This is an optimization exercise on Yosys and OpenROAD, whose aim is small area, not a production implementation.
The RTL was checked by simulation tests, not by an equivalence proof against the original design.
Power and IR drop assume default switching activity.

[flow/design.v]
module PWMConvert(GCK, Vsync, mode, rst, OUT, data, addr, en);
input            GCK;
input            Vsync;
input            mode;
input            rst;
input     [15:0] data;
output    [15:0] OUT;
output    [ 8:0] addr;
output           en;
reg       [15:0] OUT;
reg       [15:0] T;         
reg       [ 6:0] Q;         
reg       [ 1:0] lc;        
reg              pf;        
reg              pf_d;      
reg              p9_d;      
reg              xfer;      
reg              st;        
reg              sh_r;      
reg              ld_r;      
reg       [ 4:0] bus_r;     
reg       [ 4:0] early [0:15];
reg       [ 4:0] cs    [0:15];
integer i;
wire       l1    = (~Vsync & (lc == 2'd0)) | st;
wire       pfrd  = l1 | pf;
wire [6:0] base  = l1 ? Q + 7'd1 : pf ? Q : Q - 7'd1;
always @(posedge GCK or posedge rst) begin
  if (rst) begin
    lc   <= 2'd3;
    Q    <= 7'd0;
    pf   <= 1'b0;
    pf_d <= 1'b0;
    xfer <= 1'b0;
    p9_d <= 1'b0;
  end
  else begin
    lc   <= Vsync ? 2'd0 : lc + 2'd1;
    if (l1) Q <= Q + 7'd1;
    pf   <= l1 | (pf & (T[3:0] != 4'd14));
    pf_d <= pfrd;
    xfer <= ~Vsync & (lc == 2'd1);
    p9_d <= base[5];
  end
end
always @(posedge GCK or posedge rst) begin
  if (rst) st <= 1'b1;
  else     st <= 1'b0;
end
always @(posedge GCK) begin
  if (l1) T <= 16'd0;
  else    T <= T + 16'd1;
end
assign addr = {base[4:0], l1 ? 4'd15 : T[3:0]};
assign en   = mode ? base[6] : base[5];
wire [15:0] m    = mode ? {1'b0, data[15:1]} : data;
wire        cin  = mode & data[0] & ~p9_d;
wire [ 4:0] vl5  = {1'b0, m[3:0]} + {4'b0, cin};   
wire [11:0] mh   = m[15:4];
wire [11:0] Th   = T[15:4];
wire        c   = vl5[4];
wire [11:0] p   = ~(mh ^ Th);           
wire [11:0] gA  = mh & ~Th;
wire [11:0] oA  = mh | ~Th;
wire        hi1 = (p[0] == c)  & ((p[11:1] ^ oA[10:0]) == 11'd0);
wire        hi0 = (p[0] != c)  & ((p[11:1] ^ ~gA[10:0]) == 11'd0);
wire        lge = (vl5[3:0] >= T[3:0]);
wire arm      = (hi0 & lge) | (hi1 & ~lge);       
wire early_ok = hi0 | (hi1 & ~lge);               
wire [4:0] v5 = {m[4] ^ vl5[4], vl5[3:0]};
wire [4:0] k  = pf_d ? v5 : v5 - T[4:0];
reg  [4:0] lfsr_pre;
always @(*) begin
  case (k)
      5'd0: lfsr_pre = 5'h00;
      5'd1: lfsr_pre = 5'h0f;
      5'd2: lfsr_pre = 5'h08;
      5'd3: lfsr_pre = 5'h1b;
      5'd4: lfsr_pre = 5'h02;
      5'd5: lfsr_pre = 5'h0e;
      5'd6: lfsr_pre = 5'h18;
      5'd7: lfsr_pre = 5'h13;
      5'd8: lfsr_pre = 5'h16;
      5'd9: lfsr_pre = 5'h04;
      5'd10: lfsr_pre = 5'h0d;
      5'd11: lfsr_pre = 5'h09;
      5'd12: lfsr_pre = 5'h0b;
      5'd13: lfsr_pre = 5'h0a;
      5'd14: lfsr_pre = 5'h1a;
      5'd15: lfsr_pre = 5'h12;
      5'd16: lfsr_pre = 5'h06;
      5'd17: lfsr_pre = 5'h0c;
      5'd18: lfsr_pre = 5'h19;
      5'd19: lfsr_pre = 5'h03;
      5'd20: lfsr_pre = 5'h1e;
      5'd21: lfsr_pre = 5'h10;
      5'd22: lfsr_pre = 5'h07;
      5'd23: lfsr_pre = 5'h1c;
      5'd24: lfsr_pre = 5'h11;
      5'd25: lfsr_pre = 5'h17;
      5'd26: lfsr_pre = 5'h14;
      5'd27: lfsr_pre = 5'h05;
      5'd28: lfsr_pre = 5'h1d;
      5'd29: lfsr_pre = 5'h01;
      5'd30: lfsr_pre = 5'h1f;
      default: lfsr_pre = 5'h00;
  endcase
end
always @(posedge GCK) begin
  sh_r  <= pf_d;
  ld_r  <= ~pf_d & arm;
  bus_r <= (pf_d & ~early_ok) ? 5'h15 : lfsr_pre;
end
always @(posedge GCK) begin
  if (sh_r) begin
    early[15] <= ~bus_r;
    for (i = 0; i < 15; i = i + 1) early[i] <= early[i + 1];
  end
  for (i = 0; i < 16; i = i + 1) begin
    if (xfer)
      cs[i] <= ~early[(i + 1) & 15];
    else if (ld_r && T[3:0] == ((i + 2) & 15))
      cs[i] <= bus_r;
    else
      cs[i] <= {~cs[i][3:0], ~(cs[i][4] ^ cs[i][2])};
  end
end
always @(posedge GCK or posedge rst) begin
  if (rst) OUT <= 16'b0;
  else begin
    for (i = 0; i < 16; i = i + 1) begin
      if (xfer)               OUT[i] <= 1'b1;
      else if (cs[i] == 5'd0) OUT[i] <= 1'b0;
    end
  end
end
endmodule
[flow/flow/run.sh]
#!/bin/bash
# The standard layout (standard.sh) with these changes:
# - synthesis runs ORFS's own scripts, copied here, with an area-only ABC
#   script (flow/abc_area.script, selected by ABC_AREA=1) and without the
#   adder-extraction step (ADDER_MAP_FILE empty); registers are unchanged;
# - port buffers use the smallest buffer cell;
# - CTS inserts no dummy loads.
set -euo pipefail
rm -rf myscripts
cp -r "$FLOW_HOME/scripts" myscripts
cp flow/abc_area.script myscripts/abc_area.script
bash standard.sh SCRIPTS_DIR="$PWD/myscripts" ABC_AREA=1 ADDER_MAP_FILE= synth > synth.log 2>&1
export BUFFER_PORTS_ARGS="-buffer_cell sky130_fd_sc_hd__buf_1"
export CTS_ARGS="-sink_clustering_enable -repair_clock_nets -sink_clustering_size 6 -sink_clustering_max_diameter 30 -buf_list sky130_fd_sc_hd__clkbuf_2 -dont_use_dummy_load"
bash standard.sh > layout.log 2>&1
[flow/flow/abc_area.script]
strash
dc2
&get -n
&dch -f
&nf -a -R 1000
&put
topo
[flow/standard.sh]
#!/bin/bash
# synth_recipe.tcl (not shown) runs the flow's synth.tcl, then flattens the netlist and writes it again
# the make line also repeats each setting of config.mk as NAME=value (left out here)
make -C /OpenROAD-flow-scripts/flow DESIGN_CONFIG=/design/flow/config.mk WORK_HOME=/design/flow/orfs CLKGATE_MAP_FILE= SYNTH_SCRIPT=/design/flow/synth_recipe.tcl "${@:-finish}"
[flow/config.mk]
export PLATFORM = sky130hd
export DESIGN_NAME = PWMConvert
export DESIGN_NICKNAME = PWMConvert
export VERILOG_FILES = /design/flow/design.v
export SDC_FILE = /design/flow/constraint.sdc
export NUM_CORES = 4
export LEC_CHECK = 0
export CAP_MARGIN = 20
export CORE_MARGIN = 2
export CORE_UTILIZATION = 60
export CTS_BUF_LIST = sky130_fd_sc_hd__clkbuf_8
export CTS_CLUSTER_DIAMETER = 50
export CTS_CLUSTER_SIZE = 20
export PLACE_DENSITY = 0.75
export SLEW_MARGIN = 20
[flow/constraint.sdc]
create_clock -name core_clock -period 4.0 [get_ports {GCK}]
set_input_delay 0.8000 -clock core_clock [delete_from_list [all_inputs] [get_ports {GCK}]]
set_output_delay 0.8000 -clock core_clock [all_outputs]
set_load 0.01 [all_outputs]
==> results.ini, run 1 <==
[die]
area_of_the_die_sq_um=15600
io_pins=46
initial_core_util_pct=60.8
placementRows=44
chip_width_um=125
die_h_um=125
placeableCoreArea_sq_um=14400

[synth]
leading_cell_type_by_number_of_instances_after_synthesis=sky130_fd_sc_hd__nor2_1
synth_sequential_area_ratio_pct=59.5
synth_top_cell_by_area=sky130_fd_sc_hd__edfxtp_1
synth-edff-count=80
post_synth_inst_count=827
syn_area_per_cell_sq_um=10.6
synth-seq-cells=213
post_synth_most_frequent_cells=116 x sky130_fd_sc_hd__nor2_1, 112 x sky130_fd_sc_hd__a21oi_1, 103 x sky130_fd_sc_hd__dfxtp_1, 84 x sky130_fd_sc_hd__a211oi_1, 80 x sky130_fd_sc_hd__edfxtp_1
post_synth_num_cell_types=45
synth_area_sq_um=8770
synth.area.top_cells=sky130_fd_sc_hd__edfxtp_1 27%, sky130_fd_sc_hd__dfxtp_1 24%, sky130_fd_sc_hd__dfrtp_1 7.7%
ys.warnings.count=3
synth_flop_cell=sky130_fd_sc_hd__dfxtp_1
synth_async_sr_flop_share_pct=14.1
synth_fp_nets=847
synth_top_area_share_pct=27.4

[clocking]
cts.clk_slew.worst_paths_ns=0.12
post_cts_hold_buffer_count=0
cts-root-buf=sky130_fd_sc_hd__clkbuf_2
post_cts_setup_buffer_count=0
clock_tree.htree_level_count=2
clkLatencyLatePin_ns=0.75
numClockSinks=213
numCtsBuffers=45
cts.repair.resized=0
tritoncts=built
cts-root-to-sink-buffers=3

[setup_path]
timing.critical_path.arrival_ns=2.75
worstRegToRegCells=15
critical_path_required_ns=3.20
crit_path_cell_trace=nor3_1 > nor2_1 > a21oi_1 > o21ai_0 > o21ai_0 > o22a_1 > buf_1
biggest_fanout_along_the_worst_timing_path=15
critical_path.slowest_cell=sky130_fd_sc_hd__nor2_1
critical_path.endpoint_type=output port
crit_start_category=flip-flop
critPathMaxStageDelay_ns=0.71
cpMostUsedCell=sky130_fd_sc_hd__o21ai_0
crit_type=flip-flop to output port

[layout]
area_grow_syn2layout_pct=8.01
regArea_sq_um=5220
layout.filler_cells=1161
final_core_utilization_pct=65.6
drive_above_1_share_pct=7.03
layout.nets=947
multi_input_area_sq_um=3460

[route]
wl_per_cell_um=17.0
final_routed_wirelength_across_all_metal_layers_mm=18.8
viasPerCell=6.03
drt_first_iter_violations=550
vias=6690
drt.antenna.violating_nets=0
number_of_iterations_in_the_first_detailed_routing_pass=5
drc=0

[placed_design]
gp_weighted_congestion=0.903
dp_worst_setup_slack_ns=0.142
dp_hpwl_mm=12.4
numPortBuffers=45

[timing]
minimum_clock_period_after_layout_ns=3.55
maxClockFrequency_mhz=281
finalWorstSetupSlack_ns=0.447
finalSetupTns_ns=0
hold_viol=0
clock_skew_ns=0.116
grt_setup_unrepaired=no
slew_violations=0
report.final.setup_viol=0
post-route-period-util_pct=88.8
maxSlewHeadroom_pct=29.3
worst_slew_pin_slew_ns=1.06
hold_ws_ns=0.116

[grt]
grt_max_degree=81
first_global_vias=6549
grt_pass1_wl_mm=31.6
antenna_violations_before_repair=1
grt.total_usage_pct=24.8
grt-ovfl-total=0

[power_and_ir_drop]
cellPowerDensity_nw_per_um2=552
vdd_ir_max_mv=0.304
total_leakage_power_uw=0.00345

[min_path]
hold_path.class=input pin to asynchronous set/reset pin

[flow_run]
cap_viol_max_count=0

[run_status]
status=timing/DRC/antenna clean

## layout make-up
type	instances	area share, %
flip-flops and latches	213	55.2
diodes	1	0.0264
clock buffers	45	2.38
multi-input cells	593	36.5
inverters	16	0.634
well taps	184	2.43
repair buffers	58	2.81
## sequential cells by signal, summed over array words and instances (netlist names), 2 cells and up
register and flops:
OUT 16, Q 7, T 16, bus_r 5
cs 80, early 80, lc 2
## power by group
group	switching (uW)	internal (uW)	leakage, uW
Sequential	304	2700	0.00202
Clock	704	292	0.000187
Combinational	652	576	0.00124
Total	1660	3560	0.00345
## layer usage
metal / track usage (%) / part of all wire [%]
met2: 40.0 / 48
met5: 0 / 0
met4: 10.0 / 2.5
met3: 4.81 / 5.3
met1: 33.3 / 44
## path summary, 6_finish.rpt
| kind | start | endpoint | slack, ns |
|---|---|---|---|
| max | lc[0] | en | 0.45 |
| max in group asynchronous | rst | xfer | 3.41 |
| min in group core_clock | early[14][2] | early[13][2] | 0.36 |
| max reg2reg | p9_d | bus_r[4] | 0.69 |
| min | rst | OUT[13] | 0.12 |
| min reg2reg | early[14][2] | early[13][2] | 0.36 |
## cells in the final DEF (no fill, tap or decap), drive strengths merged, types with 14 or more instances in the layout
cell type	count
a211oi	84
a21oi	112
buf	58
clkbuf	45
clkinv	16
dfrtp	27
dfxtp	103
edfxtp	80
mux2i	14
nand2	40
nand2b	25
nor2	116
nor3	18
o21ai	45
or4	16
xnor2	24
xor2	24
## critical path: cells and delay by family, from the launching register on
kind            cells  cell delay [ns]
simple gates        2             0.80
compound gates      4             0.62
flops               1             0.57
buf+inv             1             0.13
## cells by family after synthesis
| kind of cell | count (synthesis) | share of synthesized area [%] |
|---|---|---|
| adders and majority gates | 2 | 0.228 |
| other | 1 | 0.0428 |
| buffers and inverters | 21 | 1.11 |
| xor gates and xnor gates | 48 | 4.80 |
| muxes | 15 | 1.73 |
| DFF | 213 | 59.5 |
| AOI/OAI and AO/OA | 274 | 18.9 |
| and+or+nand+nor | 253 | 13.6 |
## metrics by stage
step,instance area [sq um],power [uW],cells
2_1_floorplan,8770,3960,827
3_3_place_gp,9230,4170,1064
3_5_place_dp,9230,4270,1064
4_1_cts,9460,5260,1109
5_1_grt,9470,5590,1110
6_report,9470,5230,1110
==> inputs of run 2 (changes only) <==
--- a/flow/design.v
+++ b/flow/design.v
@@ -73,36 +73,36 @@
 always @(*) begin
   case (k)
-      5'd0: lfsr_pre = 5'h00;
-      5'd1: lfsr_pre = 5'h0f;
-      5'd2: lfsr_pre = 5'h08;
-      5'd3: lfsr_pre = 5'h1b;
-      5'd4: lfsr_pre = 5'h02;
-      5'd5: lfsr_pre = 5'h0e;
-      5'd6: lfsr_pre = 5'h18;
-      5'd7: lfsr_pre = 5'h13;
-      5'd8: lfsr_pre = 5'h16;
-      5'd9: lfsr_pre = 5'h04;
-      5'd10: lfsr_pre = 5'h0d;
-      5'd11: lfsr_pre = 5'h09;
-      5'd12: lfsr_pre = 5'h0b;
-      5'd13: lfsr_pre = 5'h0a;
-      5'd14: lfsr_pre = 5'h1a;
-      5'd15: lfsr_pre = 5'h12;
-      5'd16: lfsr_pre = 5'h06;
-      5'd17: lfsr_pre = 5'h0c;
-      5'd18: lfsr_pre = 5'h19;
-      5'd19: lfsr_pre = 5'h03;
-      5'd20: lfsr_pre = 5'h1e;
-      5'd21: lfsr_pre = 5'h10;
-      5'd22: lfsr_pre = 5'h07;
-      5'd23: lfsr_pre = 5'h1c;
-      5'd24: lfsr_pre = 5'h11;
-      5'd25: lfsr_pre = 5'h17;
-      5'd26: lfsr_pre = 5'h14;
-      5'd27: lfsr_pre = 5'h05;
-      5'd28: lfsr_pre = 5'h1d;
-      5'd29: lfsr_pre = 5'h01;
-      5'd30: lfsr_pre = 5'h1f;
-      default: lfsr_pre = 5'h00;
+      5'd0: lfsr_pre = 5'h0a;
+      5'd1: lfsr_pre = 5'h1a;
+      5'd2: lfsr_pre = 5'h12;
+      5'd3: lfsr_pre = 5'h06;
+      5'd4: lfsr_pre = 5'h0c;
+      5'd5: lfsr_pre = 5'h19;
+      5'd6: lfsr_pre = 5'h03;
+      5'd7: lfsr_pre = 5'h1e;
+      5'd8: lfsr_pre = 5'h10;
+      5'd9: lfsr_pre = 5'h07;
+      5'd10: lfsr_pre = 5'h1c;
+      5'd11: lfsr_pre = 5'h11;
+      5'd12: lfsr_pre = 5'h17;
+      5'd13: lfsr_pre = 5'h14;
+      5'd14: lfsr_pre = 5'h05;
+      5'd15: lfsr_pre = 5'h1d;
+      5'd16: lfsr_pre = 5'h01;
+      5'd17: lfsr_pre = 5'h1f;
+      5'd18: lfsr_pre = 5'h00;
+      5'd19: lfsr_pre = 5'h0f;
+      5'd20: lfsr_pre = 5'h08;
+      5'd21: lfsr_pre = 5'h1b;
+      5'd22: lfsr_pre = 5'h02;
+      5'd23: lfsr_pre = 5'h0e;
+      5'd24: lfsr_pre = 5'h18;
+      5'd25: lfsr_pre = 5'h13;
+      5'd26: lfsr_pre = 5'h16;
+      5'd27: lfsr_pre = 5'h04;
+      5'd28: lfsr_pre = 5'h0d;
+      5'd29: lfsr_pre = 5'h09;
+      5'd30: lfsr_pre = 5'h0b;
+      default: lfsr_pre = 5'h0a;
   endcase
 end
@@ -131,5 +131,5 @@
     for (i = 0; i < 16; i = i + 1) begin
       if (xfer)               OUT[i] <= 1'b1;
-      else if (cs[i] == 5'd0) OUT[i] <= 1'b0;
+      else if (i == 14 ? cs[i] == 5'h0a : cs[i][4:1] == 4'h5) OUT[i] <= 1'b0;
     end
   end
--- a/flow/flow/run.sh
+++ b/flow/flow/run.sh
@@ -12,4 +12,4 @@
 bash standard.sh SCRIPTS_DIR="$PWD/myscripts" ABC_AREA=1 ADDER_MAP_FILE= synth > synth.log 2>&1
 export BUFFER_PORTS_ARGS="-buffer_cell sky130_fd_sc_hd__buf_1"
-export CTS_ARGS="-sink_clustering_enable -repair_clock_nets -sink_clustering_size 6 -sink_clustering_max_diameter 30 -buf_list sky130_fd_sc_hd__clkbuf_2 -dont_use_dummy_load"
+export CTS_ARGS="-sink_clustering_enable -repair_clock_nets -sink_clustering_size 10 -sink_clustering_max_diameter 40 -buf_list sky130_fd_sc_hd__clkbuf_4 -dont_use_dummy_load"
 bash standard.sh > layout.log 2>&1
--- a/flow/config.mk
+++ b/flow/config.mk
@@ -8,8 +8,8 @@
 export CAP_MARGIN = 20
 export CORE_MARGIN = 2
-export CORE_UTILIZATION = 60
+export CORE_UTILIZATION = 75
 export CTS_BUF_LIST = sky130_fd_sc_hd__clkbuf_8
 export CTS_CLUSTER_DIAMETER = 50
 export CTS_CLUSTER_SIZE = 20
-export PLACE_DENSITY = 0.75
+export PLACE_DENSITY = 0.85
 export SLEW_MARGIN = 20
==> results.ini, run 2 <==
[run_status]
status=timing/DRC/antenna clean

[route]
final_routed_wirelength_across_all_metal_layers_mm=18.8  ; -0.33%
wl_per_cell_um=17.9  ; +5.6%
drt_first_iter_violations=877  ; +59%
vias=6754  ; +0.96%
number_of_iterations_in_the_first_detailed_routing_pass=5  ; unchanged
drt.antenna.violating_nets=0  ; unchanged
drc=0  ; unchanged
viasPerCell=6.44  ; +6.9%

[timing]
worst_slew_pin_slew_ns=1.02  ; -0.0432 ns
hold_viol=0  ; unchanged
grt_setup_unrepaired=no
clock_skew_ns=0.102  ; -0.0135 ns
slew_violations=0  ; unchanged
report.final.setup_viol=0  ; unchanged
maxClockFrequency_mhz=294  ; +4.4%
finalSetupTns_ns=0  ; unchanged
maxSlewHeadroom_pct=31.7  ; +2.4 points
post-route-period-util_pct=85.1  ; -3.7 points
minimum_clock_period_after_layout_ns=3.40  ; -0.149 ns
hold_ws_ns=0.207  ; +0.0914 ns

[layout]
layout.nets=927  ; -2.1%
reg_top3=cs x80, early x80
diodes=0  ; -1
area_grow_syn2layout_pct=6.74
final_design_area_no_fill_sq_um=9310  ; -1.7%
drive_above_1_share_pct=4.64  ; -2.4 points
most-common-layout-cells=134 x sky130_fd_sc_hd__nor2_1, 113 x sky130_fd_sc_hd__a21oi_1, 102 x sky130_fd_sc_hd__dfxtp_1
mostFrequentLayoutCell=sky130_fd_sc_hd__nor2_1

[synth]
yosys.area_share.adder_pct=0.115  ; -0.11 points
leading_cell_type_by_number_of_instances_after_synthesis=sky130_fd_sc_hd__nor2_1
synth_top_area_share_pct=27.6  ; +0.15 points
synth_simple_gate_area_share_pct=12.6  ; -1.0 points
synth.area.top_cells=sky130_fd_sc_hd__edfxtp_1 28%, sky130_fd_sc_hd__dfxtp_1 24%, sky130_fd_sc_hd__dfrtp_1 7.7%
synth_async_sr_flop_share_pct=14.1  ; unchanged
synth_fp_nets=850  ; +0.35%
post_synth_inst_count=830  ; +0.36%
ys.warnings.count=3  ; unchanged
synth_area_sq_um=8720  ; -0.53%
dominant_combinational_cell_family_by_area_after_synthesis=compound AO/OA/AOI/OAI gates
synth_sequential_area_ratio_pct=59.9  ; +0.32 points
synth-edff-count=80  ; unchanged
post_synth_most_frequent_cells=134 x sky130_fd_sc_hd__nor2_1, 113 x sky130_fd_sc_hd__a21oi_1, 103 x sky130_fd_sc_hd__dfxtp_1, 85 x sky130_fd_sc_hd__a211oi_1, 80 x sky130_fd_sc_hd__edfxtp_1
synth_top_cell_by_area=sky130_fd_sc_hd__edfxtp_1
yosys-mux-area-fraction_pct=1.38  ; -0.35 points
synthXorXnorAreaFrac_pct=5.12  ; +0.33 points
syn_area_per_cell_sq_um=10.5  ; -0.89%
synth-seq-cells=213  ; unchanged
area_fraction_in_compound_gates_after_synthesis_pct=19.8  ; +0.89 points
synth_flop_cell=sky130_fd_sc_hd__dfxtp_1
post_synth_num_cell_types=45  ; unchanged

[flow_run]
cap_viol_max_count=0  ; unchanged

[min_path]
hold_path.class=input pin to asynchronous set/reset pin

[setup_path]
crit_type=flip-flop to output port
timing.critical_path.arrival_ns=2.60  ; -0.15 ns
rr_endpoint=bus_r[1]
worst_path_dominant_cell_family=simple AND/OR/NAND/NOR gates
crit_path_cell_trace=nor3_1 > nor2_1 > a21oi_1 > o21ai_0 > o21ai_0 > o22a_1 > buf_1
worstRegToRegCells=14  ; -1
timing.critical_path.from=lc[0]
cpMostUsedCell=sky130_fd_sc_hd__o21ai_0
critical_path.n_buffers_inverters=1  ; unchanged
startpoint_of_the_lowest_slack_register_to_register_path=p9_d
reg2reg_slack_ns=0.69  ; about the same
critical_path.endpoint_type=output port
biggest_fanout_along_the_worst_timing_path=13  ; -2
critPathMaxStageDelay_ns=0.60  ; -0.11 ns
setup.worst_path.end=en
critical_path.slowest_cell=sky130_fd_sc_hd__nor2_1
cp.depth=7  ; unchanged
crit_start_category=flip-flop
critical_path_required_ns=3.20  ; about the same

[grt]
grt.total_usage_pct=29.7  ; +4.9 points
grt_max_degree=77  ; -4.9%
grt_pass1_wl_mm=30.5  ; -3.6%
antenna_violations_before_repair=0  ; -1
first_global_vias=6482  ; -1.0%
grt-ovfl-total=0  ; unchanged

[die]
chip_width_um=112  ; -10%
area_of_the_die_sq_um=12500  ; -20%
initial_core_util_pct=76.7  ; +16 points
placeableCoreArea_sq_um=11400  ; -21%
die_h_um=112  ; -10%
placementRows=39  ; -11%
io_pins=46  ; unchanged

[clocking]
post_cts_hold_buffer_count=0  ; unchanged
cts.repair.resized=0  ; unchanged
cts-root-buf=sky130_fd_sc_hd__clkbuf_4
numClockSinks=213  ; unchanged
numCtsBuffers=27  ; -40%
tritoncts=built
clock_tree.htree_level_count=1  ; -1
post_cts_setup_buffer_count=0  ; unchanged
cts.clk_slew.worst_paths_ns=0.10  ; -0.02 ns
clkLatencyLatePin_ns=0.65  ; -0.10 ns
cts-root-to-sink-buffers=3  ; unchanged

[placed_design]
numPortBuffers=45  ; unchanged
gp_weighted_congestion=0.879  ; -2.6%
dp_hpwl_mm=12.6  ; +1.7%
postPlaceCellArea_sq_um=9090  ; -1.5%

[power_and_ir_drop]
vdd_ir_max_mv=0.434  ; +43%
cellPowerDensity_nw_per_um2=560  ; +1.5%
finalPower_uw=5210  ; -0.27%
total_leakage_power_uw=0.00339  ; -1.9%

==> run 2: final cells by class <==
class | instances | area, sq um
flip-flops and latches | 213 | 5220
multi-input cells | 597 | 3420
fillers | 674 | 2060
repair buffers | 53 | 229
clock buffers | 27 | 203
well taps | 143 | 179
inverters | 15 | 56.3
==> run 2: kinds of logic (layout without fill, tap and decap cells) <==
kind of cell | count (synthesis) | in the layout
other | 1 | 1
XOR/XNOR | 51 | 51
adder cells (fa/ha/maj) | 1 | 1
AO/OA/AOI/OAI | 278 | 278
flip-flops | 213 | 213
multiplexers | 12 | 12
AND/OR/NAND/NOR | 254 | 254
buffers and inverters | 20 | 95
==> run 2: worst min-delay path, cell delays in order <==
cell	delay (ns)
sky130_fd_sc_hd__buf_1	0.07
sky130_fd_sc_hd__clkinv_1	0.03
sky130_fd_sc_hd__buf_4	0.39
==> run 2: where the power goes <==
group / switching [uW] / internal, uW / total, uW
Combinational: 684 / 584 / 1270
Clock: 623 / 308 / 932
Sequential: 318 / 2690 / 3010
==> run 2: worst min path at each step <==
stage / from / endpoint / slack (ns) / cells past startpoint
2_1_floorplan: early[0][0] / cs[15][0] / 0.40 / 1
3_3_place_gp: early[0][4] / cs[15][4] / 0.41 / 1
3_5_place_dp: early[0][2] / cs[15][2] / 0.42 / 1
4_1_cts: rst / OUT[6] / 0.20 / 3
5_1_grt: rst / OUT[6] / 0.23 / 3
6_report: rst / OUT[0] / 0.21 / 3
==> run 2: metrics by stage <==
step,utilization (%),setup WS [ns],instances
finish,81.9,0.596,1048
global route,81.9,0.341,1048
CTS,81.8,0.600,1048
detailed placement,80.0,0.144,1021
global placement,80.0,0.449,1021
floorplan,-,0.570,830
==> run 2: layer usage <==
metal	up-vias	part of all wire (%)	track usage (%)
met1	3193	41	39.3
li1	3229	-	-
met4	0	2.8	9.38
met2	279	50	51.8
met5	-	0	0
met3	53	6.6	3.38

## re-timing with driven ports
In the flow no input, the clock included, has a driving cell. The finished layouts below were timed again as built, in two steps. Step 1: set_driving_cell puts a clkbuf_16 on GCK and a buf_2 on each other input, an assumption about the parent block. Step 2, shift: input delay + t, output delay - t, t = (earliest + latest rising clock arrival at the registers) / 2. This alone moves slack from input paths to output paths. a / b / c = no drivers / after step 1 / after step 2; a / b = the first two.
run | t (ns) | setup slack, ns | pins driven straight from the clock port
run 1 | 0.723 | 0.447 / 0.410 / 0.134 | 1
run 2 | 0.634 | 0.596 / 0.561 / 0.030 | 1
After both steps setup and hold are still met in every run listed. For run 2, which loses most, drivers alone change the setup slack by -0.035 ns; drivers and shift together by -0.566 ns.
